Source: an optimization exercise on an open RTL-to-GDS flow (aim: small area, a short achievable clock period and few clock cycles per item). Production flows keep margins and buffers that such runs may drop.
In this exercise RTL edits were held to simulation tests only and were not proved equivalent to the original.

### flow/design.v
`timescale 1 ns / 1 ps
module gen_dffr # (
	parameter DW = 32,
	parameter rstValue = {DW{1'b0}}
)
(
	input [DW-1:0] dnxt,
	output [DW-1:0] qout,
	input CLK,
	input RSTn
);
reg [DW-1:0] qout_r;
always @(posedge CLK or negedge RSTn) begin
	if ( ~RSTn )
		qout_r <= rstValue;
	else                  
		qout_r <= dnxt;
end
assign qout = qout_r;
endmodule
`timescale 1 ns / 1 ps
module gen_rsffr # (
	parameter DW = 1,
	parameter rstValue = {DW{1'b0}}
)
(
	input [DW-1:0] set_in,
	input [DW-1:0] rst_in,
	output [DW-1:0] qout,
	input CLK,
	input RSTn
);
reg [DW-1:0] qout_r;
generate
	for ( genvar i = 0; i < DW; i = i + 1 ) begin
		always @(posedge CLK or negedge RSTn) begin
			if ( ~RSTn ) begin
				qout_r[i] <= rstValue[i];
			end 
			else begin
				qout_r[i] <= qout_r[i];
				if ( set_in[i] ) begin
					qout_r[i] <= 1'b1;
				end
				if ( rst_in[i] ) begin
					qout_r[i] <= 1'b0;	
				end
			end
		end
	end
endgenerate
assign qout = qout_r;
endmodule
`timescale 1 ns / 1 ps
module mul #(
	parameter DW = 13+(5+$clog2(4))
)
(
	input mul_exeparam_valid,
	output mul_execute_ready,
	input [DW-1:0] mul_exeparam,
	output mul_writeback_valid,
	output [63:0] mul_res_qout,
	output [(5+$clog2(4))-1:0] mul_rd0_qout,
	input [63:0] src1,
	input [63:0] src2,
	input flush,
	input CLK,
	input RSTn
);
	function [6:0] bitlen64;
		input [63:0] v;
		integer j;
		begin
			bitlen64 = 7'd0;
			for (j = 0; j < 64; j = j + 1)
				if (v[j]) bitlen64 = j + 1;
		end
	endfunction
	function lowmask64;
		input [63:0] v;
		begin
			lowmask64 = ((v >> 1) & ~v) == 64'd0;
		end
	endfunction
	function [2:0] chunks;
		input [63:0] v;
		input s;
		begin
			if (s ? (&v[63:15] | ~|v[63:15]) : ~|v[63:16]) chunks = 3'd1;
			else if (s ? (&v[63:31] | ~|v[63:31]) : ~|v[63:32]) chunks = 3'd2;
			else if (s ? (&v[63:47] | ~|v[63:47]) : ~|v[63:48]) chunks = 3'd3;
			else chunks = 3'd4;
		end
	endfunction
	wire [12:0] in_op = mul_exeparam[19:7];
	wire in_mulw = in_op[4];
	wire in_ms_a = in_op[12] | in_op[11] | in_op[10] | in_op[4];
	wire in_ms_b = in_op[12] | in_op[11] | in_op[4];
	wire [63:0] in_ma = in_mulw ? {{32{src1[31]}}, src1[31:0]} : src1;
	wire [63:0] in_mb = in_mulw ? {{32{src2[31]}}, src2[31:0]} : src2;
	wire in_dword = in_op[3] | in_op[2] | in_op[1] | in_op[0];
	wire in_dsgn = in_op[8] | in_op[6] | in_op[3] | in_op[1];
	reg ready_q;
	reg c_valid;
	reg [63:0] c_a, c_b;
	reg [12:0] c_op;
	reg [6:0] c_tag;
	reg [2:0] na, nb;
	reg [6:0] la, lb;
	reg d_zero;
	always @(posedge CLK) begin
		if (ready_q) begin
			c_a <= src1;
			c_b <= src2;
			c_op <= in_op;
			c_tag <= mul_exeparam[6:0];
			na <= chunks(in_ma, in_ms_a);
			nb <= chunks(in_mb, in_ms_b);
			la <= abslen(src1, in_dword, in_dsgn);
			lb <= abslen(src2, in_dword, in_dsgn);
			d_zero <= in_dword ? (src2[31:0] == 32'd0) : (src2 == 64'd0);
		end
	end
	wire op_mul    = c_op[12];
	wire op_mulh   = c_op[11];
	wire op_mulhsu = c_op[10];
	wire op_mulhu  = c_op[9];
	wire op_div    = c_op[8];
	wire op_divu   = c_op[7];
	wire op_rem    = c_op[6];
	wire op_remu   = c_op[5];
	wire op_mulw   = c_op[4];
	wire op_divw   = c_op[3];
	wire op_divuw  = c_op[2];
	wire op_remw   = c_op[1];
	wire op_remuw  = c_op[0];
	wire c_is_mul = op_mul | op_mulh | op_mulhsu | op_mulhu | op_mulw;
	wire ms_a = op_mul | op_mulh | op_mulhsu | op_mulw;
	wire ms_b = op_mul | op_mulh | op_mulw;
	wire [63:0] ma = op_mulw ? {{32{c_a[31]}}, c_a[31:0]} : c_a;
	wire [63:0] mb = op_mulw ? {{32{c_b[31]}}, c_b[31:0]} : c_b;
	wire mswap = na < nb;
	wire [64:0] m_x = mswap ? {ms_b & mb[63], mb} : {ms_a & ma[63], ma};
	wire [63:0] m_y = mswap ? ma : mb;
	wire m_ys = mswap ? ms_a : ms_b;
	wire [2:0] m_n = mswap ? na : nb;
	wire d_word = op_divw | op_divuw | op_remw | op_remuw;
	wire d_sgn = op_div | op_rem | op_divw | op_remw;
	wire d_isrem = op_rem | op_remu | op_remw | op_remuw;
	wire [63:0] da = d_word ? {{32{d_sgn & c_a[31]}}, c_a[31:0]} : c_a;
	wire [63:0] db = d_word ? {{32{d_sgn & c_b[31]}}, c_b[31:0]} : c_b;
	wire d_nega = d_sgn & da[63];
	wire d_negb = d_sgn & db[63];
	wire [63:0] d_absa = d_nega ? -da : da;
	wire [63:0] d_absb = d_negb ? -db : db;
	function [6:0] abslen;
		input [63:0] v;
		input word, sgn;
		reg [6:0] l64p, l64n, l32p, l32n;
		begin
			l64p = bitlen64(v);
			l64n = bitlen64(~v) + {6'd0, lowmask64(~v)};
			l32p = bitlen64({32'd0, v[31:0]});
			l32n = bitlen64({32'd0, ~v[31:0]}) + {6'd0, lowmask64({32'd0, ~v[31:0]})};
			if (word) abslen = (sgn & v[31]) ? l32n : l32p;
			else abslen = (sgn & v[63]) ? l64n : l64p;
		end
	endfunction
	wire [7:0] d_t = {1'b0, la} - {1'b0, lb};
	wire [7:0] d_t4 = d_t + 8'd4;
	wire [4:0] d_n = (d_zero | d_t[7] | (d_t == 8'd0)) ? 5'd1 : d_t4[6:2];
	wire [63:0] r0 = d_absa;
	wire [63:0] r2 = d_n[0] ? {r0[3:0], r0[63:4]} : r0;
	wire [63:0] r3 = d_n[1] ? {r2[7:0], r2[63:8]} : r2;
	wire [63:0] r4 = d_n[2] ? {r3[15:0], r3[63:16]} : r3;
	wire [63:0] r5 = d_n[3] ? {r4[31:0], r4[63:32]} : r4;
	wire [63:0] d_mask = {64{1'b1}} >> {d_n, 2'b0};
	wire [63:0] d_r = r5 & d_mask;
	wire [63:0] d_q = r5 & ~d_mask;
	wire [65:0] d_abs3 = {2'b0, d_absb} + {1'b0, d_absb, 1'b0};
	reg mu_valid, mu_last;
	reg du_valid, du_last;
	reg gm_valid, gd_valid;
	reg [3:0] ord;         
	reg [2:0] ord_cnt;
	wire ret_m = (ord_cnt != 3'd0) & ~ord[0] & gm_valid;
	wire ret_d = (ord_cnt != 3'd0) & ord[0] & gd_valid;
	wire retire = ret_m | ret_d;
	wire mu_fin = mu_valid & mu_last;
	wire du_fin = du_valid & du_last;
	wire mu_done = mu_fin & (~gm_valid | ret_m);
	wire du_done = du_fin & (~gd_valid | ret_d);
	wire mu_free = ~mu_valid | mu_done;
	wire du_free = ~du_valid | du_done;
	wire c_disp = c_valid & (c_is_mul ? mu_free : du_free);
	wire mu_load = c_disp & c_is_mul;
	wire du_load = c_disp & ~c_is_mul;
	reg [2:0] mu_cnt;
	reg [2:0] mu_n;
	reg [81:0] mu_acc;     
	reg [63:0] mu_q;       
	reg [64:0] mu_x;       
	reg mu_ys, mu_mulw, mu_mulhi;
	reg [6:0] mu_tag;
	wire [16:0] m_d = {mu_last & mu_ys & mu_q[15], mu_q[15:0]};
	wire signed [81:0] m_prod = $signed(mu_x) * $signed(m_d);
	wire signed [81:0] m_acc = $signed(mu_acc) >>> 16;
	wire [81:0] m_next = m_prod + m_acc;
	wire [63:0] m_qnext = {m_next[15:0], mu_q[63:16]};
	reg [63:0] lo64;
	always @(*) begin
		case (mu_n)
			3'd1: lo64 = m_next[63:0];
			3'd2: lo64 = {m_next[47:0], mu_q[63:48]};
			3'd3: lo64 = {m_next[31:0], mu_q[63:32]};
			default: lo64 = {m_next[15:0], mu_q[63:16]};
		endcase
	end
	reg [63:0] hi64;
	always @(*) begin
		case (mu_n)
			3'd1: hi64 = {{46{m_next[81]}}, m_next[81:64]};
			3'd2: hi64 = {{30{m_next[81]}}, m_next[81:48]};
			3'd3: hi64 = {{14{m_next[81]}}, m_next[81:32]};
			default: hi64 = m_next[79:16];
		endcase
	end
	wire mu_step = mu_load | ~mu_fin;     
	wire [2:0] mu_cnt_next = mu_load ? m_n : (mu_valid & ~mu_last) ? mu_cnt - 3'd1 : mu_cnt;
	wire mu_valid_next = ~flush & (mu_load | (mu_valid & ~mu_done));
	wire mu_last_next = (mu_cnt_next == 3'd1);
	always @(posedge CLK) begin
		if (mu_load) begin
			mu_n <= m_n;
			mu_acc <= 82'd0;
			mu_q <= m_y;
			mu_x <= m_x;
			mu_ys <= m_ys;
			mu_tag <= c_tag;
			mu_mulw <= op_mulw;
			mu_mulhi <= op_mulh | op_mulhsu | op_mulhu;
		end else if (mu_step) begin
			mu_acc <= m_next;
			mu_q <= m_qnext;
		end
	end
	reg [4:0] du_cnt;
	reg [63:0] du_r, du_q, du_x;
	reg [65:0] du_x3;
	reg du_word, du_rem, du_neg, du_zero;
	reg [6:0] du_tag;
	function [65:0] rdx4;      
		input [63:0] r;
		input [1:0] nb;
		input [63:0] d;
		input [65:0] d3;
		reg [65:0] t;
		reg [66:0] e1, e2, e3;
		reg q1, q2, q3;
		begin
			t = {r, nb};
			e1 = {1'b0, t} - {3'b0, d};
			e2 = {1'b0, t} - {2'b0, d, 1'b0};
			e3 = {1'b0, t} - {1'b0, d3};
			q1 = ~e1[66]; q2 = ~e2[66]; q3 = ~e3[66];
			rdx4[63:0] = q3 ? e3[63:0] : q2 ? e2[63:0] : q1 ? e1[63:0] : t[63:0];
			rdx4[65:64] = {q2, q3 | (q1 & ~q2)};
		end
	endfunction
	wire [65:0] dv1 = rdx4(du_r, du_q[63:62], du_x, du_x3);
	wire [65:0] dv2 = rdx4(dv1[63:0], du_q[61:60], du_x, du_x3);
	wire [63:0] r_next = dv2[63:0];
	wire [63:0] q_next = {du_q[59:0], dv1[65:64], dv2[65:64]};
	wire du_step = du_load | ~du_fin;
	wire [4:0] du_cnt_next = du_load ? d_n : (du_valid & ~du_last) ? du_cnt - 5'd1 : du_cnt;
	wire du_valid_next = ~flush & (du_load | (du_valid & ~du_done));
	wire du_last_next = (du_cnt_next == 5'd1);
	always @(posedge CLK) begin
		if (du_load) begin
			du_r <= d_r;
			du_q <= d_q;
			du_x <= d_absb;
			du_x3 <= d_abs3;
			du_tag <= c_tag;
			du_word <= d_word;
			du_rem <= d_isrem;
			du_neg <= d_isrem ? d_nega : (d_nega ^ d_negb);
			du_zero <= d_zero;
		end else if (du_step) begin
			du_r <= r_next;
			du_q <= q_next;
		end
	end
	reg [63:0] gm_res, gd_res;
	reg [6:0] gm_tag, gd_tag;
	reg gm_mulw, gd_word, gd_rem, gd_neg, gd_zero;
	always @(posedge CLK) begin
		if (mu_done) begin
			gm_res <= mu_mulhi ? hi64 : lo64;
			gm_tag <= mu_tag;
			gm_mulw <= mu_mulw;
		end
		if (du_done) begin
			gd_res <= du_rem ? r_next : q_next;
			gd_tag <= du_tag;
			gd_word <= du_word;
			gd_rem <= du_rem;
			gd_neg <= du_neg;
			gd_zero <= du_zero;
		end
	end
	wire gm_valid_next = ~flush & (mu_done | (gm_valid & ~ret_m));
	wire gd_valid_next = ~flush & (du_done | (gd_valid & ~ret_d));
	wire [2:0] ord_keep = ord_cnt - {2'd0, retire};
	wire [3:0] ord_shift = retire ? {1'b0, ord[3:1]} : ord;
	reg [3:0] ord_next;
	always @(*) begin
		ord_next = ord_shift;
		if (c_disp) ord_next[ord_keep[1:0]] = ~c_is_mul;
	end
	wire [2:0] ord_cnt_next = flush ? 3'd0 : ord_keep + {2'd0, c_disp};
	wire issue = mul_exeparam_valid & ready_q;
	wire in_is_mul = in_op[12] | in_op[11] | in_op[10] | in_op[9] | in_op[4];
	wire c_valid_next = ~flush & (issue | (c_valid & ~c_disp));
	wire nxt_is_mul = issue ? in_is_mul : c_is_mul;
	wire ret_m_next = (ord_cnt_next != 3'd0) & ~ord_next[0] & gm_valid_next;
	wire ret_d_next = (ord_cnt_next != 3'd0) & ord_next[0] & gd_valid_next;
	wire mu_free_next = ~mu_valid_next | (mu_last_next & (~gm_valid_next | ret_m_next));
	wire du_free_next = ~du_valid_next | (du_last_next & (~gd_valid_next | ret_d_next));
	wire ready_next = ~c_valid_next | (nxt_is_mul ? mu_free_next : du_free_next);
	always @(posedge CLK or negedge RSTn) begin
		if (~RSTn) begin
			ready_q <= 1'b1;
			c_valid <= 1'b0;
			mu_valid <= 1'b0;
			mu_cnt <= 3'd0;
			mu_last <= 1'b0;
			du_valid <= 1'b0;
			du_cnt <= 5'd0;
			du_last <= 1'b0;
			gm_valid <= 1'b0;
			gd_valid <= 1'b0;
			ord <= 4'd0;
			ord_cnt <= 3'd0;
		end else begin
			ready_q <= ready_next;
			c_valid <= c_valid_next;
			mu_valid <= mu_valid_next;
			mu_cnt <= mu_cnt_next;
			mu_last <= mu_last_next;
			du_valid <= du_valid_next;
			du_cnt <= du_cnt_next;
			du_last <= du_last_next;
			gm_valid <= gm_valid_next;
			gd_valid <= gd_valid_next;
			ord <= ord_next;
			ord_cnt <= ord_cnt_next;
		end
	end
	wire [63:0] m_res = gm_mulw ? {{32{gm_res[31]}}, gm_res[31:0]} : gm_res;
	wire [63:0] d_sres = gd_neg ? -gd_res : gd_res;
	wire [63:0] d_res1 = (gd_zero & ~gd_rem) ? {64{1'b1}} : d_sres;
	wire [63:0] d_res = gd_word ? {{32{d_res1[31]}}, d_res1[31:0]} : d_res1;
	reg [63:0] out_res;
	reg [6:0] out_tag;
	reg out_valid;
	always @(posedge CLK) begin
		out_res <= ord[0] ? d_res : m_res;
		out_tag <= ord[0] ? gd_tag : gm_tag;
	end
	always @(posedge CLK or negedge RSTn) begin
		if (~RSTn) out_valid <= 1'b0;
		else out_valid <= retire & ~flush;
	end
	assign mul_execute_ready = ready_q;
	assign mul_writeback_valid = out_valid;
	assign mul_res_qout = out_res;
	assign mul_rd0_qout = out_tag;
endmodule
### flow/run.sh
#!/bin/bash
# synth_recipe.tcl (not shown) runs the flow's synth.tcl, then flattens the netlist and writes it again
# the make line also repeats each setting of config.mk as NAME=value (left out here)
make -C /OpenROAD-flow-scripts/flow DESIGN_CONFIG=/design/flow/config.mk WORK_HOME=/design/flow/orfs CLKGATE_MAP_FILE= SYNTH_SCRIPT=/design/flow/synth_recipe.tcl finish
### flow/config.mk
export PLATFORM = sky130hd
export DESIGN_NAME = mul
export DESIGN_NICKNAME = mul
export VERILOG_FILES = /design/flow/design.v
export SDC_FILE = /design/flow/constraint.sdc
export NUM_CORES = 4
export LEC_CHECK = 0
export CAP_MARGIN = 20
export CORE_MARGIN = 2
export CORE_UTILIZATION = 40
export SETUP_SLACK_MARGIN = 5
export SLEW_MARGIN = 20
### flow/constraint.sdc
create_clock -name core_clock -period 14.0 [get_ports {CLK}]
set_input_delay 2.8000 -clock core_clock [delete_from_list [all_inputs] [get_ports {CLK}]]
set_output_delay 2.8000 -clock core_clock [all_outputs]
set_load 0.01 [all_outputs]
==> results of run 1 <==
## final timing paths
path | slack, ns | to | cells after the start
setup / recovery | 5.06 | du_r[56]$_DFFE_PP_ | 27
hold / removal | 0.40 | gm_mulw$_DFFE_PP_ | 0
setup reg to reg | 5.06 | du_r[56]$_DFFE_PP_ | 27
hold reg to reg | 0.40 | gm_mulw$_DFFE_PP_ | 0
max in group asynchronous | 11.24 | ord[0]$_DFF_PN0_ | 2
min in group asynchronous | 2.45 | mu_last$_DFF_PN0_ | 2
## through the flow
| step | setup WS [ns] | cells | hold slack (ns) |
|---|---|---|---|
| 2_1_floorplan | 5.195 | 13630 | 0.4003 |
| 3_3_place_gp | 3.258 | 17100 | 0.4009 |
| 3_5_place_dp | 3.325 | 17100 | 0.4045 |
| 4_1_cts | 4.978 | 17380 | 0.4116 |
| 5_1_grt | 4.951 | 17410 | 0.4047 |
| 6_report | 5.065 | 17430 | 0.4002 |
## cells by family (layout without fill, tap and decap cells)
logic type      Yosys count  after routing
fa+ha+maj              1761           1761
other cells               0             33
simple gates           4439           4441
compound gates         3482           3482
xor+xnor                642            642
mux                     257            257
flops                   886            886
buf+inv                2165           2168
## layout by cell type (no fill, tap or decap), types with 102 or more instances in the layout
cell type,count
nand2_1,1958
inv_1,1456
fa_1,1089
a21oi_1,975
nor2_1,862
edfxtp_1,725
o21ai_0,672
ha_1,668
and2_1,410
xnor2_1,377
a21o_1,284
xor2_1,248
buf_4,233
clkdlybuf4s50_1,223
nor3_1,209
nand2b_1,207
nand3_1,197
mux2i_1,192
a31oi_1,176
dfxtp_1,137
o21a_1,129
a211oi_1,124
clkbuf_16,116
o21bai_1,102
## repair_timing
item,CTS,global route
gates cloned,2,5
endpoints found under the setup margin,212,173
pin swaps,6,10
buffers inserted,81,18
hold buffers,0,0
gates resized for setup,107,97
## per-layer routing
metal / vias to the layer above / GRT usage, %
li1: 46910 / -
met1: 51610 / 45.77
met2: 5654 / 45.79
met3: 878 / 7.310
met4: 34 / 15.04
met5: - / 0
## final cells by class
type,instances,area [µm²]
fill,28270,159100
multi-input combinational,10580,82250
sequential,886,25120
inverter,1463,5507
timing repair buffer,512,4970
tap,3762,4707
clock buffer,125,2849
clock inverter,68,649.4
antenna,33,82.58
==> run summary, run 1 <==
Status: complete, no violations
Mux share of post-synthesis cell area: 2.315%
Slew HR: 12.57%
Cell mode on critical path: and3_1
DR WL/cell: 27.58 µm
Vias in the first global route: 98.07k
DP Area: 120600 µm²
Asr flop ratio synth: 2.709%
Clock slew at reported path FFs: 0.07 ns
Post-synth EDFFs: 725
Skew-Pair Late Insertion Delay: 0.79 ns
Iter 0 DRT Violations: 14.05k
WP buf/inv: 1
Die Ht: 539.4 µm
Sequential area share after synthesis: 21.91%
Routed length on met2: 196.3 mm
Routability cong.: 1.034
CP max stage delay: 0.64 ns
Biggest register: mu_acc
Largest net degree at the start of global routing: 91
Critical Path Slowest Stage Cell: edfxtp_1
Synth Area in Adders: 26.35%
Cell Rows: 196
Root Driver: clkbuf_16
Worst r2r src: du_r[32]$_DFFE_PP_
CTS tree: built
First-pass GRT wire length: 692.0 mm
Die width: 539.4 µm
Delay-heaviest family, CP: compound AO/OA/AOI/OAI gates
Max FFs per register: 66
Detail Placement HPWL: 382.3 mm
Simple-Gate Fraction of Synth Area: 17.81%
Final ANT Viol Nets: 0
Most used DFF post-synth: edfxtp_1
Top cells by area, synth: fa_1, edfxtp_1, ha_1
Synth Instances: 13.63k
Mapped cell area: 114600 µm²
Syn avg cell area: 8.410 µm²
RSZ-0062 raised after global routing: false
Die ar.: 290900 µm²
Core footprint: 285200 µm²
DR vias: 105.1k
Post-Synth XOR/XNOR Area: 4.905%
Hold_sp: mu_mulw$_DFFE_PP_
Count of final setup violators: 0
Worst Path Required: 14.49 ns
Fin. Hold Viols: 0
Routed wire length: 480.8 mm
Crit-path max FO: 31
CTS Buffer Depth: 3
Synth area leader: fa_1
Synth warn: 1
Tcrit/Tclk final: 63.83%
Met3 wirelength from detailed routing: 52.76 mm
Syn nets: 15.55k
CP Launch Point: du_r[32]$_DFFE_PP_
Number of distinct library cells after synthesis: 110
Top Metal Used: met5
Yosys top cell area share: 19.02%
Largest family of logic cells by synthesized area: adder cells
Area growth, synth to finish: 10.02%
Aggregate global-route resource usage: 32.13%
FMAX: 111.9 MHz
Nets: 15.46k
Worst setup SP type: flop
Final Max Tran Viols: 0
Synth Area in Compound Gates: 19.57%
Clock sink total: 886
WL met1: 204.8 mm
Largest regs: mu_acc (66), du_x3 (65), mu_x (65)
Clock Skew: 0.05105 ns
Worst hold path type: flop to flop
Seq cells post-synth: 886
Initial DRT Pass Iterations: 7
Crit path DAT: 9.43 ns
Initial antenna violation count: 54
CP Class: flop to flop
Max-cap viol count: 0
Number of I/O pins: 225
Global route overflow: 0
Crit. End Element: flop
TritonCTS Buffers: 103
Commonest cells in the synthesized netlist: nand2_1, inv_1, fa_1
Layout cells sized above 1: 5.756%
Crit path time final: 8.936 ns
# H-tree levels: 3
Initial core utilization: 40.20%
Buffers added on ports: 223
Top-count cell post-synth: nand2_1
Worst-Margin Slew: 1.298 ns
Setup TNS Final: 0 ns
Drt drc: 0
Vias/cell: 6.028
Final core occ: 44.23%
Cell area after layout: 126100 µm²
Testbench counts, summed over its fixed seeds: cycles 5,288, items 2,560.
==> inputs of run 2 (changes only) <==
--- a/flow/design.v
+++ b/flow/design.v
@@ -198,14 +198,14 @@
 	wire du_load = c_disp & ~c_is_mul;
 	reg [2:0] mu_cnt;
 	reg [2:0] mu_n;
-	reg [81:0] mu_acc;     
+	reg [65:0] mu_acc;     
 	reg [63:0] mu_q;       
 	reg [64:0] mu_x;       
 	reg mu_ys, mu_mulw, mu_mulhi;
 	reg [6:0] mu_tag;
 	wire [16:0] m_d = {mu_last & mu_ys & mu_q[15], mu_q[15:0]};
 	wire signed [81:0] m_prod = $signed(mu_x) * $signed(m_d);
-	wire signed [81:0] m_acc = $signed(mu_acc) >>> 16;
+	wire signed [81:0] m_acc = $signed(mu_acc);
 	wire [81:0] m_next = m_prod + m_acc;
 	wire [63:0] m_qnext = {m_next[15:0], mu_q[63:16]};
 	reg [63:0] lo64;
@@ -233,7 +233,7 @@
 	always @(posedge CLK) begin
 		if (mu_load) begin
 			mu_n <= m_n;
-			mu_acc <= 82'd0;
+			mu_acc <= 66'd0;
 			mu_q <= m_y;
 			mu_x <= m_x;
 			mu_ys <= m_ys;
@@ -241,7 +241,7 @@
 			mu_mulw <= op_mulw;
 			mu_mulhi <= op_mulh | op_mulhsu | op_mulhu;
 		end else if (mu_step) begin
-			mu_acc <= m_next;
+			mu_acc <= m_next[81:16];
 			mu_q <= m_qnext;
 		end
 	end
--- a/flow/config.mk
+++ b/flow/config.mk
@@ -8,5 +8,7 @@
 export CAP_MARGIN = 20
 export CORE_MARGIN = 2
 export CORE_UTILIZATION = 40
+export CTS_BUF_LIST = sky130_fd_sc_hd__clkbuf_8
+export CTS_CLUSTER_SIZE = 20
 export SETUP_SLACK_MARGIN = 5
 export SLEW_MARGIN = 20
==> run 2 against run 1 <==
  * Largest cell class unchanged
  * Utilization shrank 0.073 points
  * Clock-buffer cell count is 62 higher
  * Die area up 0.46%
==> run summary, run 2 <==
Die Ht: 540.6 µm
Reg-to-reg setup timing slack: 5.02 ns
Setup TNS Final: 0 ns
Reg2Reg Depth: 31
Multi-input logic area: 82890 µm²
Syn avg cell area: 8.471 µm²
Routability cong.: 1.070
Clock Skew: 0.1029 ns
Number of I/O pins: 225
Most common cell after layout, fill and taps aside: nand2_1
Layout cells sized above 1: 6.349%
Synth warn: 1
Aggregate global-route resource usage: 33.33%
Hold_sp: du_tag[5]$_DFFE_PP_
Routed length on met2: 207.2 mm
# H-tree levels: 4
Commonest cells after routing, fill and taps aside: nand2_1, inv_1, fa_1
Crit path time final: 8.981 ns
Initial antenna violation count: 54
Final Max Tran Viols: 0
Worst setup SP type: flop
Nets: 15.50k
Clock sink total: 886
Core footprint: 287200 µm²
Routed wire length: 498.0 mm
CTS Buffer Depth: 4
Crit path DAT: 9.67 ns
Cell Rows: 197
FF+latch area: 25120 µm²
Initial DRT Pass Iterations: 8
DR vias: 106.1k
Most used DFF post-synth: edfxtp_1
Drt drc: 0
Area growth, synth to finish: 10.08%
CP max stage delay: 0.56 ns
Synth area leader: fa_1
Die ar.: 292200 µm²
Clock slew at reported path FFs: 0.06 ns
Worst hold path type: flop to flop
Number of distinct library cells after synthesis: 114
Max-cap viol count: 0
Mapped cell area: 115200 µm²
Vias in the first global route: 100.3k
First-pass GRT wire length: 715.2 mm
Critical Path Slowest Stage Cell: o41a_1
Buffers added on ports: 223
RSZ-0062 raised after global routing: false
CTS tree: built
Top-count cell post-synth: nand2_1
Tcrit/Tclk final: 64.15%
Initial core utilization: 40.11%
Synth Instances: 13.60k
Yosys top cell area share: 18.93%
FMAX: 111.3 MHz
Skew-Pair Late Insertion Delay: 1.05 ns
Crit-path max FO: 37
Seq cells post-synth: 886
Top Metal Used: met5
Commonest cells in the synthesized netlist: nand2_1, inv_1, fa_1
Largest net degree at the start of global routing: 105
Worst Hold End: gd_tag[5]$_DFFE_PP_
Die width: 540.6 µm
Worst-Margin Slew: 1.348 ns
TritonCTS Buffers: 172
Top cells by area, synth: fa_1, edfxtp_1, ha_1
Reg2reg end: du_r[18]$_DFFE_PP_
Sequential area share after synthesis: 21.81%
Slew HR: 9.464%
Vias/cell: 6.055
Worst Path Required: 14.68 ns
Iter 0 DRT Violations: 12.95k
Asr flop ratio synth: 2.709%
Fin. Hold Viols: 0
Crit. End Element: flop
Hold Path Cell Cnt: 0
Count of final setup violators: 0
Status: complete, no violations
Detail Placement HPWL: 398.0 mm
Root Driver: clkbuf_8
Global route overflow: 0
Syn nets: 15.51k
CTS Hold Bufs: 0
WL met1: 208.1 mm
Largest regs: du_x3 (66), mu_acc (66), mu_x (65)
CP Class: flop to flop
CP Launch Point: du_r[6]$_DFFE_PP_
Final ANT Viol Nets: 0
Met3 wirelength from detailed routing: 50.09 mm
Worst r2r src: du_r[6]$_DFFE_PP_
DR WL/cell: 28.41 µm
Fillers: 28.50k
Post-synth EDFFs: 725
[run 2: cell type report]
class | instances | area share, %
antenna | 27 | 0.05329
clock buffer | 187 | 2.030
clock inverter | 120 | 0.7056
inverter | 1472 | 4.373
multi-input combinational | 10530 | 65.38
sequential | 886 | 19.81
tap | 3781 | 3.731
timing repair buffer | 520 | 3.919
[run 2: worst max-delay path by stage]
stage          cells past startpoint  slack, ns                   end
2_1_floorplan                      9       5.21     du_q[0]$_DFFE_PP_
3_3_place_gp                      25       2.41  gd_res[61]$_DFFE_PP_
3_5_place_dp                      28       2.64   gd_res[9]$_DFFE_PP_
4_1_cts                           28       5.02    du_r[18]$_DFFE_PP_
5_1_grt                           25       4.92  gm_res[23]$_DFFE_PP_
6_report                          31       5.02    du_r[18]$_DFFE_PP_
[run 2: repair_timing]
| item | CTS | global route |
|---|---|---|
| gates cloned | 2 | 1 |
| gates resized for setup | 145 | 98 |
| pin swaps | 17 | 16 |
| buffers inserted | 47 | 44 |
| endpoints found under the setup margin | 213 | 189 |
[run 2: through the flow]
step | instance area (µm²) | instances | worst slack, ns | hold slack [ns] | utilization (%)
finish | 126800 | 17530 | 5.019 | 0.4173 | 44.15
global route | 126700 | 17510 | 4.921 | 0.4266 | 44.14
CTS | 125900 | 17460 | 5.021 | 0.4176 | 43.83
detailed placement | 121200 | 17100 | 2.637 | 0.4045 | 42.22
global placement | 121200 | 17100 | 2.406 | 0.4003 | 42.21
floorplan | 115200 | 13600 | 5.209 | 0.4003 | -
[run 2: logic make-up after synthesis]
group	Yosys count	share of synthesized area (%)
and+or+nand+nor	4333	17.38
AOI/OAI and AO/OA	3506	19.92
buffers and inverters	2179	7.199
adders and majority gates	1761	26.23
DFF	886	21.81
xor gates and xnor gates	644	4.897
muxes	288	2.568
[run 2: critical path, delay by kind of cell (launching register included)]
| kind | cells | cell delay [ns] |
|---|---|---|
| AO/OA/AOI/OAI | 18 | 5.09 |
| buffers and inverters | 6 | 1.24 |
| AND/OR/NAND/NOR | 5 | 0.90 |
| adder cells (fa/ha/maj) | 2 | 0.80 |
| flip-flops | 1 | 0.52 |
[run 2: metal layers]
metal	vias to the layer above	GRT usage (%)
li1	47180	-
met3	1002	7.288
met1	52390	45.94
met5	-	0
met2	5518	48.60
met4	32	17.76
Testbench counts of run 2, summed over its fixed seeds: cycles 5,288, items 2,560.
==> inputs of run 3 (changes only) <==
==> flow/flow/run.sh (new file) <==
#!/bin/bash
set -euo pipefail
bash standard.sh SETUP_SLACK_MARGIN=6 finish > standard.log 2>&1
==> flow/standard.sh (new file) <==
#!/bin/bash
# synth_recipe.tcl (not shown) runs the flow's synth.tcl, then flattens the netlist and writes it again
# the make line also repeats each setting of config.mk as NAME=value (left out here)
make -C /OpenROAD-flow-scripts/flow DESIGN_CONFIG=/design/flow/config.mk WORK_HOME=/design/flow/orfs CLKGATE_MAP_FILE= SYNTH_SCRIPT=/design/flow/synth_recipe.tcl "${@:-finish}"
--- a/flow/config.mk
+++ b/flow/config.mk
@@ -8,7 +8,5 @@
 export CAP_MARGIN = 20
 export CORE_MARGIN = 2
 export CORE_UTILIZATION = 40
-export CTS_BUF_LIST = sky130_fd_sc_hd__clkbuf_8
-export CTS_CLUSTER_SIZE = 20
 export SETUP_SLACK_MARGIN = 5
 export SLEW_MARGIN = 20
removed: flow/run.sh
==> run 3 against run 2 <==
  * Die area unchanged
  * Fmax increased by 7.9%
  * Synthesized cell count unchanged
  * Cell area increased by 6.2%
  * First-iteration DRC count increased by 14%
  * Via count increased by 2.7%
  * Largest cell class unchanged
==> run summary, run 3 <==
Status: complete, no violations
Buffers added on ports: 223
Crit-path max FO: 16
Worst hold path type: flop to flop
Tcrit/Tclk final: 59.46%
Setup TNS Final: 0 ns
Cell Rows: 197
Max-cap viol count: 0
First-pass GRT wire length: 722.1 mm
Crit path DAT: 8.84 ns
Largest family of logic cells by synthesized area: adder cells
Mux share of post-synthesis cell area: 2.568%
RSZ-0062 raised after global routing: true
Count of final setup violators: 0
Fillers: 27.69k
FMAX: 120.1 MHz
CTS Buffer Depth: 4
Most common cell after layout, fill and taps aside: nand2_1
Crit path time final: 8.324 ns
Reg2Reg Depth: 27
Worst setup SP type: flop
Asr flop ratio synth: 2.709%
Vias/cell: 6.118
Die Ht: 540.6 µm
Die ar.: 292200 µm²
DR WL/cell: 29.11 µm
Iter 0 DRT Violations: 14.82k
Reg2reg end: gm_res[23]$_DFFE_PP_
CP Class: flop to flop
Initial DRT Pass Iterations: 9
Core footprint: 287200 µm²
CTS Hold Bufs: 0
Post-synth EDFFs: 725
Post-Synth XOR/XNOR Area: 4.897%
Clock sink total: 886
Number of distinct library cells after synthesis: 114
Skew-Pair Late Insertion Delay: 0.89 ns
Mapped cell area: 115200 µm²
Drt drc: 0
Most used DFF post-synth: edfxtp_1
Synth Area in Adders: 26.23%
Commonest cells after routing, fill and taps aside: nand2_1, inv_1, fa_1
Commonest cells in the synthesized netlist: nand2_1, inv_1, fa_1
Die width: 540.6 µm
Hold_sp: du_tag[3]$_DFFE_PP_
Layout cells sized above 1: 11.09%
Nets: 15.84k
Top cells by area, synth: fa_1, edfxtp_1, ha_1
Reg-to-reg setup timing slack: 5.68 ns
Global route overflow: 0
Final ANT Viol Nets: 0
Crit. End Element: flop
# H-tree levels: 3
Detail Placement HPWL: 392.7 mm
Worst r2r src: mu_q[3]$_DFFE_PP_
Synth Instances: 13.60k
Worst-Margin Slew: 1.358 ns
DR vias: 109.0k
TritonCTS Buffers: 108
Largest net degree at the start of global routing: 169
Seq cells post-synth: 886
Worst Hold End: gd_tag[3]$_DFFE_PP_
Hold Path Cell Cnt: 0
Aggregate global-route resource usage: 33.74%
Root Driver: clkbuf_16
Initial core utilization: 40.11%
Simple-Gate Fraction of Synth Area: 17.38%
Top-count cell post-synth: nand2_1
Synth warn: 1
Synth Area in Compound Gates: 19.92%
Clock Skew: 0.07827 ns
Clock slew at reported path FFs: 0.06 ns
Yosys top cell area share: 18.93%
Routed wire length: 518.5 mm
Area growth, synth to finish: 16.87%
CTS tree: built
Largest regs: du_x3 (66), mu_acc (66), mu_x (65)
Worst Path Required: 14.52 ns
Initial antenna violation count: 62
Routability cong.: 1.071
Synth area leader: fa_1
Vias in the first global route: 101.0k
CP Launch Point: mu_q[3]$_DFFE_PP_
Number of I/O pins: 225
Syn avg cell area: 8.471 µm²
Syn nets: 15.51k
Fin. Hold Viols: 0
Slew HR: 6.901%
Sequential area share after synthesis: 21.81%
Final Max Tran Viols: 0
## run 3: changes by cell type in the layout (fill, tap and decap cells not counted), moves of 17 or more
cell       previous run  this run
o21ai_0             618       594
buf_4               240       512
clkbuf_8            189         7
a21oi_1             967       940
buf_12               26        94
ha_4                  0        56
buf_6                19        36
mux2i_1             232       208
ha_2                  1        23
clkbuf_16             1       131
ha_1                671       593
inv_1              1508      1438
## run 3: final cells by class
cell class              instances  area (µm²)  area share (%)
well taps                    3781        4731           3.514
clock buffers                 126        2884           2.143
multi-input cells           10540       85920           63.83
flip-flops and latches        886       25120           18.66
inverters                    1472        5569           4.137
diodes                         26       65.06         0.04833
clock inverters                69       628.1          0.4666
repair buffers                915        9687           7.196
## run 3: stage by stage
step	instance area, µm²	instances	hold WS (ns)	setup slack [ns]	util [%]
2_1_floorplan	115200	13600	0.4003	6.608	-
4_1_cts	130200	17580	0.4186	6.000	45.36
3_3_place_gp	121400	17120	0.4006	2.763	42.27
3_5_place_dp	121400	17120	0.4045	2.674	42.28
6_report	134600	17810	0.4181	5.676	46.88
5_1_grt	134500	17790	0.4255	5.629	46.86
## run 3: logic make-up after synthesis
group / after synthesis
xor gates and xnor gates: 644
buffers and inverters: 2179
DFF: 886
AOI/OAI and AO/OA: 3506
adders and majority gates: 1761
and+or+nand+nor: 4333
muxes: 288
## run 3: layer usage
metal | up-vias | GRT usage (%) | share of wire (%) | routed length [µm]
li1 | 47810 | - | - | -
met3 | 1227 | 6.661 | 11 | 55730
met5 | - | 0 | 0.056 | 290
met4 | 38 | 18.75 | 7.3 | 38080
met2 | 6176 | 49.45 | 41 | 214800
met1 | 53730 | 46.46 | 40 | 209600
## run 3: worst max path at each step
stage                                 to  slack, ns  cells past startpoint
finish              gm_res[23]$_DFFE_PP_       5.68                     27
global placement      du_r[21]$_DFFE_PP_       2.76                     26
floorplan           gm_res[42]$_DFFE_PP_       6.61                     27
detailed placement    du_r[20]$_DFFE_PP_       2.67                     27
CTS                   du_r[21]$_DFFE_PP_       6.00                     30
global route        gm_res[23]$_DFFE_PP_       5.63                     28
## run 3: what timing repair did
item	in CTS	in global routing
endpoints found under the setup margin	241	206
pin swaps	73	163
resized for setup	474	430
cloned	25	24
buffers inserted	245	182
## run 3: worst max-delay path, cell delays in order (launching register included)
cell	delay, ns
edfxtp_1	0.40
buf_4	0.22
buf_16	0.19
and2_1	0.17
fa_1	0.51
inv_1	0.07
fa_1	0.54
inv_1	0.06
ha_1	0.21
fa_1	0.52
fa_1	0.45
fa_2	0.63
ha_4	0.23
a21o_1	0.19
a2111oi_2	0.37
o31a_1	0.26
o211ai_1	0.10
buf_4	0.17
a31oi_4	0.34
nor4_4	0.11
o2111ai_2	0.34
a31oi_4	0.18
a31oi_4	0.25
o21ai_2	0.10
xnor2_2	0.23
buf_6	0.16
o311ai_2	0.10
o211ai_1	0.86
==> inputs of run 4 (changes only) <==
--- a/flow/config.mk
+++ b/flow/config.mk
@@ -7,6 +7,6 @@
 export LEC_CHECK = 0
 export CAP_MARGIN = 20
 export CORE_MARGIN = 2
-export CORE_UTILIZATION = 40
+export CORE_UTILIZATION = 50
 export SETUP_SLACK_MARGIN = 5
 export SLEW_MARGIN = 20
==> run 4 against run 3 <==
  * Critical endpoint is now gm_res[32]$_DFFE_PP_
  * Synthesized area is the same
  * Routed wire length grew 1.0%
  * Critical path type unchanged
  * Cell area shrank 0.49%
  * Global-route usage grew 8.5 points
==> run summary, run 4 <==
Die width: 484.0 µm
Asr flop ratio synth: 2.709%
Detail Placement HPWL: 394.6 mm
Routability cong.: 1.081
Syn nets: 15.51k
Final ANT Viol Nets: 0
Die Ht: 484.0 µm
Clock Skew: 0.07443 ns
Global route overflow: 0
Number of I/O pins: 225
Core footprint: 229500 µm²
Final core occ: 58.38%
DR WL/cell: 30.75 µm
Reg2Reg Depth: 26
First-pass GRT wire length: 727.8 mm
Aggregate global-route resource usage: 42.24%
Status: complete, no violations
Crit. End Element: flop
Worst-Margin Slew: 1.371 ns
CTS Hold Bufs: 0
Crit path time final: 8.129 ns
Worst Path Required: 14.60 ns
Area growth, synth to finish: 16.30%
Post-synth EDFFs: 725
Fin. Hold Viols: 0
Drt drc: 0
Clock slew at reported path FFs: 0.06 ns
Seq cells post-synth: 886
CTS tree: built
Synth Instances: 13.60k
Mapped cell area: 115200 µm²
Routed wire length: 523.8 mm
CP Class: flop to flop
TritonCTS Buffers: 109
Most common cell after layout, fill and taps aside: nand2_1
Cell Rows: 176
Clock sink total: 886
FMAX: 123.0 MHz
Setup TNS Final: 0 ns
Initial core utilization: 50.19%
Worst setup SP type: flop
Number of distinct library cells after synthesis: 114
Yosys top cell area share: 18.93%
Slew HR: 7.956%
Layout cells sized above 1: 11.51%
Nets: 15.80k
Synth area leader: fa_1
Crit-path max FO: 32
Worst hold path type: flop to flop
Largest regs: du_x3 (66), mu_acc (66), mu_x (65)
Iter 0 DRT Violations: 14.97k
Commonest cells in the synthesized netlist: nand2_1, inv_1, fa_1
Skew-Pair Late Insertion Delay: 0.83 ns
Reg2reg end: gm_res[32]$_DFFE_PP_
CTS Buffer Depth: 3
Worst r2r src: mu_q[8]$_DFFE_PP_
Reg-to-reg setup timing slack: 5.87 ns
Vias/cell: 6.538
Max-cap viol count: 0
Root Driver: clkbuf_16
Tcrit/Tclk final: 58.06%
CP Capture Point: gm_res[32]$_DFFE_PP_
RSZ-0062 raised after global routing: true
Initial DRT Pass Iterations: 6
Buffers added on ports: 223
Synth warn: 1
Top-count cell post-synth: nand2_1
Most used DFF post-synth: edfxtp_1
Count of final setup violators: 0
Final Max Tran Viols: 0
Crit path DAT: 8.72 ns
Syn avg cell area: 8.471 µm²
DR vias: 111.4k
Vias in the first global route: 105.9k
Fillers: 20.24k
# H-tree levels: 3
Die ar.: 234200 µm²
Top cells by area, synth: fa_1, edfxtp_1, ha_1
Commonest cells after routing, fill and taps aside: nand2_1, inv_1, fa_1
Sequential area share after synthesis: 21.81%
Largest net degree at the start of global routing: 139
Initial antenna violation count: 48
CP Launch Point: mu_q[8]$_DFFE_PP_
[run 4: cell families after synthesis]
family          after synthesis  share of synthesized area (%)
simple gates               4333                          17.38
compound gates             3506                          19.92
buf+inv                    2179                          7.199
fa+ha+maj                  1761                          26.23
flops                       886                          21.81
xor+xnor                    644                          4.897
mux                         288                          2.568
[run 4: how the worst min path moves through the flow]
stage | depth (start not counted) | start | to | slack [ns]
after floorplan | 0 | du_neg$_DFFE_PP_ | gd_neg$_DFFE_PP_ | 0.40
after global placement | 0 | mu_tag[1]$_DFFE_PP_ | gm_tag[1]$_DFFE_PP_ | 0.40
after detailed placement | 0 | du_tag[3]$_DFFE_PP_ | gd_tag[3]$_DFFE_PP_ | 0.40
after CTS | 0 | du_tag[3]$_DFFE_PP_ | gd_tag[3]$_DFFE_PP_ | 0.42
after global routing | 0 | mu_tag[3]$_DFFE_PP_ | gm_tag[3]$_DFFE_PP_ | 0.42
final | 0 | du_tag[3]$_DFFE_PP_ | gd_tag[3]$_DFFE_PP_ | 0.41
[run 4: metrics by stage]
step	std cells	cell area, µm²	hold WS [ns]	worst slack [ns]
finish	17030	134000	0.4145	5.871
global route	17020	133900	0.4213	5.747
CTS	16780	128500	0.4163	5.946
detailed placement	16350	120300	0.4045	2.331
global placement	16350	120300	0.4003	2.312
floorplan	13600	115200	0.4003	6.608
[run 4: routing by layer]
metal	vias up	GRT usage [%]	wire [µm]
met4	22	30.19	47780
met2	7112	63.97	225500
met1	54810	53.31	193700
met3	1670	9.524	56680
met5	-	0	160
li1	47760	-	-
[run 4: area by class of cell]
| type | instances | area, µm² | share of cell area, % |
|---|---|---|---|
| inverter | 1472 | 5559 | 4.150 |
| timing repair buffer | 882 | 9293 | 6.937 |
| tap | 3026 | 3786 | 2.827 |
| clock buffer | 133 | 2910 | 2.173 |
| sequential | 886 | 25120 | 18.75 |
| clock inverter | 71 | 735.7 | 0.5492 |
| multi-input combinational | 10540 | 86490 | 64.57 |
| antenna | 24 | 60.06 | 0.04484 |
[run 4: what timing repair did]
action,in CTS,in global routing
gates resized for setup,453,600
setup buffers,213,204
pin swaps,63,176
setup endpoints to repair,258,217
gates cloned,13,28
[run 4: worst max-delay path, cell delays in order, from the launching register on]
cell	delay [ns]
edfxtp_1	0.42
buf_4	0.25
buf_8	0.35
nand2_1	0.15
fa_1	0.49
fa_1	0.53
fa_1	0.52
fa_1	0.51
fa_1	0.53
inv_2	0.04
fa_2	0.48
ha_4	0.29
buf_4	0.13
o2111ai_4	0.13
a311o_2	0.45
a211oi_4	0.36
a21oi_2	0.09
buf_4	0.17
o211ai_1	0.17
buf_4	0.18
a21oi_2	0.10
o21a_1	0.23
o41a_1	0.43
buf_4	0.17
o22ai_4	0.22
mux2i_1	0.13
o41ai_2	0.37
==> inputs of run 5 (changes only) <==
--- a/flow/config.mk
+++ b/flow/config.mk
@@ -7,6 +7,7 @@
 export LEC_CHECK = 0
 export CAP_MARGIN = 20
 export CORE_MARGIN = 2
-export CORE_UTILIZATION = 50
+export CORE_UTILIZATION = 40
+export PLACE_DENSITY = 0.75
 export SETUP_SLACK_MARGIN = 5
 export SLEW_MARGIN = 20
==> run 5 against run 4 <==
  * Clock skew up 0.014 ns
  * Via count down 0.63%
  * Register-to-register slack worse by 0.02 ns
  * Critical path type unchanged
  * Highest routed layer unchanged
==> run summary, run 5 <==
FMAX: 122.7 MHz
Layout cells sized above 1: 10.29%
Clock slew at reported path FFs: 0.06 ns
Buffers added on ports: 223
Asr flop ratio synth: 2.709%
Final Max Tran Viols: 0
Fillers: 27.00k
Crit-path max FO: 16
CP Class: flop to flop
Multi-input logic area: 85410 µm²
TritonCTS Buffers: 109
Synth Instances: 13.60k
Max-cap viol count: 0
Syn nets: 15.51k
Die ar.: 292200 µm²
RSZ-0062 raised after global routing: true
Seq cells post-synth: 886
Routability cong.: 1.062
Aggregate global-route resource usage: 32.70%
Largest net degree at the start of global routing: 145
Die Ht: 540.6 µm
Slew HR: 3.180%
Initial DRT Pass Iterations: 14
Worst Path Required: 14.59 ns
Worst hold path type: flop to flop
Status: complete, no violations
Tcrit/Tclk final: 58.21%
Global route overflow: 0
Detail Placement HPWL: 380.1 mm
Skew-Pair Late Insertion Delay: 0.91 ns
Cell area after layout: 133500 µm²
Area growth, synth to finish: 15.90%
Worst-Margin Slew: 1.452 ns
Root Driver: clkbuf_16
Vias/cell: 6.233
Top-count cell post-synth: nand2_1
Crit. End Element: flop
Number of I/O pins: 225
DR WL/cell: 28.36 µm
Iter 0 DRT Violations: 15.92k
Synth warn: 1
# H-tree levels: 3
Setup TNS Final: 0 ns
Initial antenna violation count: 57
Most common cell after layout, fill and taps aside: nand2_1
Synth area leader: fa_1
DP Area: 121100 µm²
Mapped cell area: 115200 µm²
Drt drc: 0
Final ANT Viol Nets: 0
Commonest cells after routing, fill and taps aside: nand2_1, inv_1, fa_1
Worst setup SP type: flop
DR vias: 110.7k
Commonest cells in the synthesized netlist: nand2_1, inv_1, fa_1
Most used DFF post-synth: edfxtp_1
Count of final setup violators: 0
Cell Rows: 197
Fin. Hold Viols: 0
Crit path time final: 8.149 ns
CTS Buffer Depth: 4
First-pass GRT wire length: 708.8 mm
Number of distinct library cells after synthesis: 114
Pre-CTS setup slack: 2.686 ns
Final worst slack: 5.851 ns
Crit path DAT: 8.74 ns
Die width: 540.6 µm
Largest regs: du_x3 (66), mu_acc (66), mu_x (65)
Vias in the first global route: 103.5k
Top cells by area, synth: fa_1, edfxtp_1, ha_1
Yosys top cell area share: 18.93%
Routed wire length: 503.6 mm
Post-synth EDFFs: 725
Clock Skew: 0.08807 ns
Nets: 15.76k
CTS tree: built
Final core occ: 46.49%
CTS Hold Bufs: 0
Sequential area share after synthesis: 21.81%
Initial core utilization: 40.11%
Clock sink total: 886
Syn avg cell area: 8.471 µm²
Core footprint: 287200 µm²
FF+latch area: 25120 µm²
## run 5: final timing paths
path                                      from  slack, ns  cells after the start                    to
max in group asynchronous                 RSTn      11.37                      2     ready_q$_DFF_PN1_
hold reg to reg            du_tag[5]$_DFFE_PP_       0.42                      0   gd_tag[5]$_DFFE_PP_
setup reg to reg            mu_q[15]$_DFFE_PP_       5.85                     22  gm_res[23]$_DFFE_PP_
setup / recovery            mu_q[15]$_DFFE_PP_       5.85                     22  gm_res[23]$_DFFE_PP_
min in group asynchronous                 RSTn       2.29                      2   out_valid$_DFF_PN0_
hold / removal             du_tag[5]$_DFFE_PP_       0.42                      0   gd_tag[5]$_DFFE_PP_
## run 5: cell type report
class,instances,area share (%)
repair buffers,841,6.754
well taps,3781,3.544
diodes,43,0.08061
multi-input cells,10540,63.98
clock buffers,142,2.292
inverters,1472,4.154
flip-flops and latches,886,18.82
clock inverters,50,0.3721
## run 5: routing by layer
metal | wire length, µm | share of wire (%) | track usage, % | vias up
met3 | 61960 | 12 | 8.210 | 1641
met4 | 41380 | 8.2 | 20.61 | 20
met1 | 189200 | 38 | 42.44 | 53890
met5 | 256 | 0.051 | 0.4439 | -
met2 | 210800 | 42 | 48.50 | 7410
li1 | - | - | - | 47710
## run 5: kinds of logic (layout without fill, tap and decap cells)
group                    Yosys count  in the layout  synth area share (%)
AO/OA/AOI/OAI                   3506           3506                 19.92
XOR/XNOR                         644            644                 4.897
adder cells (fa/ha/maj)         1761           1761                 26.23
buffers and inverters           2179           2505                 7.199
flip-flops                       886            886                 21.81
multiplexers                     288            288                 2.568
other                              0             43                     0
AND/OR/NAND/NOR                 4333           4341                 17.38
## run 5: through the flow
step	hold slack [ns]	cells
6_report	0.4196	17760
3_3_place_gp	0.4010	17090
3_5_place_dp	0.4056	17090
2_1_floorplan	0.4003	13600
4_1_cts	0.4189	17530
5_1_grt	0.4214	17720
## run 5: critical path, cell delays in order (launching register included)
cell and delay (ns):
edfxtp_1 0.45, and3_4 0.24, buf_4 0.22, buf_16 0.21
nand2b_1 0.09, fa_1 0.52, fa_1 0.47, fa_1 0.56
fa_1 0.47, fa_1 0.50, inv_1 0.05, fa_1 0.45
ha_1 0.44, nand2_1 0.12, o21ai_0 0.94, o2111ai_4 0.26
a31oi_4 0.32, a31oi_4 0.15, o21ai_2 0.17, xnor2_1 0.16
buf_4 0.19, o311ai_4 0.11, o211ai_1 0.73
## run 5: timing repair
item                                    4_1_cts  5_1_grt
pin swaps                                    63      138
cloned                                       18       25
resized for setup                           401      427
endpoints found under the setup margin      243      213
setup buffers                               233      154
==> inputs of run 6 (changes only) <==
==> flow/flow/run.sh (replaced) <==
#!/bin/bash
set -euo pipefail
bash standard.sh SETUP_SLACK_MARGIN=7 finish > standard.log 2>&1
--- a/flow/config.mk
+++ b/flow/config.mk
@@ -8,6 +8,5 @@
 export CAP_MARGIN = 20
 export CORE_MARGIN = 2
 export CORE_UTILIZATION = 40
-export PLACE_DENSITY = 0.75
 export SETUP_SLACK_MARGIN = 5
 export SLEW_MARGIN = 20
==> run 6 against run 5 <==
  * Register-to-register slack better by 0.09 ns
  * Synthesized cell count unchanged
  * Cell area up 6.6%
  * Synthesized area is the same
  * Hold slack got worse by 0.027 ns
  * Sequential cell count unchanged
  * First-iteration DRC count down 7.3%
==> run summary, run 6 <==
Core footprint: 287200 µm²
Layout cells sized above 1: 16.05%
Worst setup SP type: flop
Initial antenna violation count: 71
Count of final setup violators: 0
Slew HR: 3.902%
Vias/cell: 6.133
Status: complete, no violations
Crit path DAT: 8.63 ns
CTS tree: built
Sequential area share after synthesis: 21.81%
Final ANT Viol Nets: 0
Clock slew at reported path FFs: 0.07 ns
Initial DRT Pass Iterations: 9
First-pass GRT wire length: 731.9 mm
Hold Path Cell Cnt: 0
Mapped cell area: 115200 µm²
Worst-Margin Slew: 1.401 ns
Asr flop ratio synth: 2.709%
Tcrit/Tclk final: 57.54%
Skew-Pair Late Insertion Delay: 0.89 ns
Vias in the first global route: 104.2k
Worst Path Required: 14.58 ns
Aggregate global-route resource usage: 34.16%
Crit. End Element: flop
Number of distinct library cells after synthesis: 114
Global route overflow: 0
Most used DFF post-synth: edfxtp_1
Top-count cell post-synth: nand2_1
Fillers: 26.57k
DR vias: 111.0k
Detail Placement HPWL: 379.4 mm
Final Max Tran Viols: 0
Cell Rows: 197
Synth warn: 1
Seq cells post-synth: 886
Syn nets: 15.51k
Drt drc: 0
Area growth, synth to finish: 23.54%
Synth area leader: fa_1
CP Class: flop to flop
Initial core utilization: 40.11%
Critical Path Slowest Stage Cell: fa_1
Cell mode on critical path: fa_1
CP max stage delay: 0.58 ns
Crit-path max FO: 37
Number of I/O pins: 225
Largest net degree at the start of global routing: 111
Root Driver: clkbuf_16
RSZ-0062 raised after global routing: true
Setup TNS Final: 0 ns
Die Ht: 540.6 µm
Top cells by area, synth: fa_1, edfxtp_1, ha_1
Clock Skew: 0.06593 ns
# H-tree levels: 3
Largest regs: du_x3 (66), mu_acc (66), mu_x (65)
Commonest cells in the synthesized netlist: nand2_1, inv_1, fa_1
Yosys top cell area share: 18.93%
CTS Buffer Depth: 4
Routability cong.: 1.045
Max-cap viol count: 0
Fin. Hold Viols: 0
Iter 0 DRT Violations: 14.76k
Reg2Reg Depth: 30
Clock sink total: 886
Worst hold path type: flop to flop
Nets: 16.12k
Synth Instances: 13.60k
Commonest cells after routing, fill and taps aside: nand2_1, inv_1, fa_1
Syn avg cell area: 8.471 µm²
Die width: 540.6 µm
Most common cell after layout, fill and taps aside: nand2_1
Die ar.: 292200 µm²
DR WL/cell: 28.82 µm
CTS Hold Bufs: 0
Buffers added on ports: 223
Post-synth EDFFs: 725
FMAX: 124.1 MHz
Routed wire length: 521.7 mm
Crit path time final: 8.055 ns
TritonCTS Buffers: 107
-- run 6: area by class of cell --
class	instances	area, µm²	share of cell area [%]
diodes	32	80.08	0.05628
clock buffers	129	2907	2.043
clock inverters	67	661.9	0.4652
inverters	1472	5579	3.921
multi-input cells	10540	89730	63.06
flip-flops and latches	886	25120	17.66
well taps	3781	4731	3.325
repair buffers	1198	13490	9.477
-- run 6: logic make-up after synthesis --
group	synth area share [%]
AOI/OAI and AO/OA	19.92
DFF	21.81
and+or+nand+nor	17.38
muxes	2.568
adders and majority gates	26.23
buffers and inverters	7.199
xor gates and xnor gates	4.897
-- run 6: layer usage --
metal / global-route usage [%] / up-vias / share of wire [%]
met3: 8.709 / 1558 / 11
li1: - / 48430 / -
met2: 49.72 / 6867 / 41
met5: 0 / - / 0.080
met4: 23.67 / 56 / 8.5
met1: 44.29 / 54120 / 38
-- run 6: critical path, delay by kind of cell, from the launching register on --
family	cells	cell delay (ns)
AO/OA/AOI/OAI	11	2.24
XOR/XNOR	1	0.14
flip-flops	1	0.40
buffers and inverters	9	1.36
adder cells (fa/ha/maj)	7	3.26
AND/OR/NAND/NOR	2	0.18
-- run 6: repair_timing --
item,4_1_cts,5_1_grt
buffers inserted,550,158
gates cloned,68,8
resized for setup,1349,461
pin swaps,358,281
endpoints found under the setup margin,273,250
-- run 6: metrics by stage --
step	util (%)	hold WS [ns]	cell area, µm²	instances	setup slack (ns)
2_1_floorplan	-	0.4003	115400	13600	6.966
3_3_place_gp	42.21	0.4002	121200	17080	3.348
3_5_place_dp	42.21	0.4045	121200	17080	3.390
4_1_cts	48.17	0.4001	138300	17900	6.088
5_1_grt	49.53	0.4156	142200	18080	5.860
6_report	49.55	0.3929	142300	18100	5.945
-- run 6: path summary, 6_finish.rpt --
check	from	endpoint	slack, ns
worst max-delay path	mu_q[15]$_DFFE_PP_	gm_res[38]$_DFFE_PP_	5.94
worst min-delay path	du_zero$_DFFE_PP_	gd_zero$_DFFE_PP_	0.39
worst max register to register	mu_q[15]$_DFFE_PP_	gm_res[38]$_DFFE_PP_	5.94
worst min register to register	du_zero$_DFFE_PP_	gd_zero$_DFFE_PP_	0.39
max in group asynchronous	RSTn	ready_q$_DFF_PN1_	11.36
min in group asynchronous	RSTn	out_valid$_DFF_PN0_	2.30
==> inputs of run 7 (changes only) <==
==> flow/flow/run.sh (replaced) <==
#!/bin/bash
set -euo pipefail
bash standard.sh SETUP_SLACK_MARGIN=6 finish > standard.log 2>&1
--- a/flow/config.mk
+++ b/flow/config.mk
@@ -5,8 +5,8 @@
 export SDC_FILE = /design/flow/constraint.sdc
 export NUM_CORES = 4
 export LEC_CHECK = 0
-export CAP_MARGIN = 20
+export CAP_MARGIN = 10
 export CORE_MARGIN = 2
 export CORE_UTILIZATION = 40
 export SETUP_SLACK_MARGIN = 5
-export SLEW_MARGIN = 20
+export SLEW_MARGIN = 10
==> run 7 against run 6 <==
  * Die area did not move
  * Setup slack got worse by 0.038 ns
  * Critical path depth fell by 2
  * Clock-buffer cell count did not move
  * Register-to-register slack got worse by 0.04 ns
==> run summary, run 7 <==
Layout cells sized above 1: 10.54%
Global route overflow: 0
Largest net degree at the start of global routing: 169
Clock Skew: 0.09453 ns
Crit-path max FO: 9
Worst Path Required: 14.54 ns
Tcrit/Tclk final: 57.81%
Cell mode on critical path: fa_1
Root Driver: clkbuf_16
Initial DRT Pass Iterations: 7
Area growth, synth to finish: 15.93%
CP max stage delay: 0.72 ns
TritonCTS Buffers: 108
Worst hold path type: flop to flop
Aggregate global-route resource usage: 33.64%
Seq cells post-synth: 886
Synth warn: 1
Commonest cells after routing, fill and taps aside: nand2_1, inv_1, fa_1
Buffers added on ports: 223
Reg-to-reg setup timing slack: 5.91 ns
Detail Placement HPWL: 392.7 mm
Mapped cell area: 115200 µm²
Critical Path Slowest Stage Cell: o211ai_1
Iter 0 DRT Violations: 14.14k
CP Capture Point: gm_res[23]$_DFFE_PP_
Commonest cells in the synthesized netlist: nand2_1, inv_1, fa_1
Fin. Hold Viols: 0
DR vias: 108.1k
Die ar.: 292200 µm²
Worst r2r src: mu_last$_DFF_PN0_
FMAX: 123.6 MHz
Worst setup SP type: flop
Most used DFF post-synth: edfxtp_1
Asr flop ratio synth: 2.709%
Yosys top cell area share: 18.93%
Crit. End Element: flop
Post-synth EDFFs: 725
CTS Hold Bufs: 0
Number of I/O pins: 225
Drt drc: 0
Global routing's busiest layer: met2
Reg2reg end: gm_res[23]$_DFFE_PP_
Vias in the first global route: 100.6k
RSZ-0062 raised after global routing: true
Syn avg cell area: 8.471 µm²
Met2 Use GR: 48.75%
CP Class: flop to flop
Routing usage on met1: 45.95%
Final Max Tran Viols: 0
Routed wire length: 512.6 mm
Reg2Reg Depth: 28
Final ANT Viol Nets: 0
Slew HR: 3.386%
CTS Buffer Depth: 4
Top cells by area, synth: fa_1, edfxtp_1, ha_1
Top-count cell post-synth: nand2_1
CP Launch Point: mu_last$_DFF_PN0_
CTS tree: built
Core footprint: 287200 µm²
Setup TNS Final: 0 ns
Count of final setup violators: 0
Largest regs: du_x3 (66), mu_acc (66), mu_x (65)
# H-tree levels: 3
Sequential area share after synthesis: 21.81%
Most common cell after layout, fill and taps aside: nand2_1
Clock slew at reported path FFs: 0.06 ns
Status: complete, no violations
Clock sink total: 886
Number of distinct library cells after synthesis: 114
Die Ht: 540.6 µm
Routability cong.: 1.071
Cell Rows: 197
Worst-Margin Slew: 1.409 ns
Die width: 540.6 µm
Nets: 15.77k
Syn nets: 15.51k
Routing usage on met3: 7.509%
Crit path DAT: 8.63 ns
DR WL/cell: 28.87 µm
Synth area leader: fa_1
Crit path time final: 8.093 ns
Worst hold margin: 0.4173 ns
Initial core utilization: 40.11%
Synth Instances: 13.60k
Max-cap viol count: 0
Skew-Pair Late Insertion Delay: 0.89 ns
Vias/cell: 6.087
First-pass GRT wire length: 720.1 mm
Initial antenna violation count: 61
==> run 7: cell counts after synthesis <==
Identical to the previous run, type by type.
==> run 7: layout make-up <==
cell class	instances	area (µm²)
clock buffer	129	2927
inverter	1472	5559
antenna	31	77.57
fill	27770	153600
sequential	886	25120
tap	3781	4731
clock inverter	69	664.4
timing repair buffer	851	9100
multi-input combinational	10540	85340
==> run 7: critical path, delay by kind of cell (launching register included) <==
family / cells / cell delay, ns
adder cells (fa/ha/maj): 7 / 3.30
AO/OA/AOI/OAI: 10 / 2.28
buffers and inverters: 6 / 0.82
AND/OR/NAND/NOR: 4 / 0.80
flip-flops: 1 / 0.41
XOR/XNOR: 1 / 0.16
==> run 7: layer usage <==
layer  wire, µm  up-vias  part of all wire, %
met4      36190       32                  7.1
met5        212        -                0.041
met1     207000    53270                   40
li1           -    47690                    -
met3      55600     1049                   11
met2     213600     6036                   42
==> run 7: stage by stage <==
stage	setup slack, ns	std cells	util (%)	cell area, µm²
after global placement	2.763	17120	42.27	121400
final	5.907	17760	46.50	133500
after CTS	5.942	17570	45.26	130000
after floorplan	6.608	13600	-	115200
after global routing	5.671	17730	46.47	133500
after detailed placement	2.739	17120	42.27	121400
==> run 7: worst min-delay path by stage <==
| stage | to | slack [ns] | startpoint | depth (start not counted) |
|---|---|---|---|---|
| 2_1_floorplan | gd_neg$_DFFE_PP_ | 0.40 | du_neg$_DFFE_PP_ | 0 |
| 3_3_place_gp | gd_tag[6]$_DFFE_PP_ | 0.40 | du_tag[6]$_DFFE_PP_ | 0 |
| 3_5_place_dp | gd_tag[1]$_DFFE_PP_ | 0.40 | du_tag[1]$_DFFE_PP_ | 0 |
| 4_1_cts | gd_tag[2]$_DFFE_PP_ | 0.42 | du_tag[2]$_DFFE_PP_ | 0 |
| 5_1_grt | gm_tag[0]$_DFFE_PP_ | 0.43 | mu_tag[0]$_DFFE_PP_ | 0 |
| 6_report | gm_tag[0]$_DFFE_PP_ | 0.42 | mu_tag[0]$_DFFE_PP_ | 0 |
==> run 7: kinds of logic (layout without fill, tap and decap cells) <==
kind of cell               Yosys count  count (layout)  share of synthesized area (%)
xor gates and xnor gates           644             644                          4.897
other                                0              31                              0
buffers and inverters             2179            2521                          7.199
DFF                                886             886                          21.81
adders and majority gates         1761            1761                          26.23
and+or+nand+nor                   4333            4337                          17.38
AOI/OAI and AO/OA                 3506            3506                          19.92
muxes                              288             288                          2.568
==> run 7: timing repair <==
item                       CTS  global route
resized for setup          433           393
setup endpoints to repair  239           206
gates cloned                21            20
buffers inserted           232           136
pin swaps                   66           142

-- port drivers added, routing unchanged --
In the flow no input, the clock included, has a driving cell. The finished layouts below were timed again as built, in two steps. Step 1: set_driving_cell puts a clkbuf_16 on CLK and a buf_2 on each other input, an assumption about the parent block. Step 2 moves the port delays by t, midway between the first and last clock arrival at a register: inputs arrive t later, outputs are due t later. That takes back most of the time a late clock gives input paths. Slacks: ideal ports / drivers / drivers and shift; pairs: ideal ports / drivers.
| run | t, ns | slack for setup (ns) | worst slew at a driven data input, ns |
|---|---|---|---|
| run 1 | 0.867 | 5.065 / 5.065 / 5.065 | 0.16 |
| run 2 | 1.108 | 5.019 / 5.019 / 5.019 | 0.17 |
| run 3 | 0.960 | 5.676 / 5.676 / 5.676 | 0.22 |
| run 4 | 0.889 | 5.871 / 5.871 / 5.871 | 0.11 |
| run 5 | 0.962 | 5.851 / 5.851 / 5.851 | 0.24 |
| run 6 | 0.963 | 5.945 / 5.945 / 5.945 | 0.20 |
| run 7 | 0.948 | 5.907 / 5.907 / 5.907 | 0.20 |
After both steps every run listed still meets setup and hold.
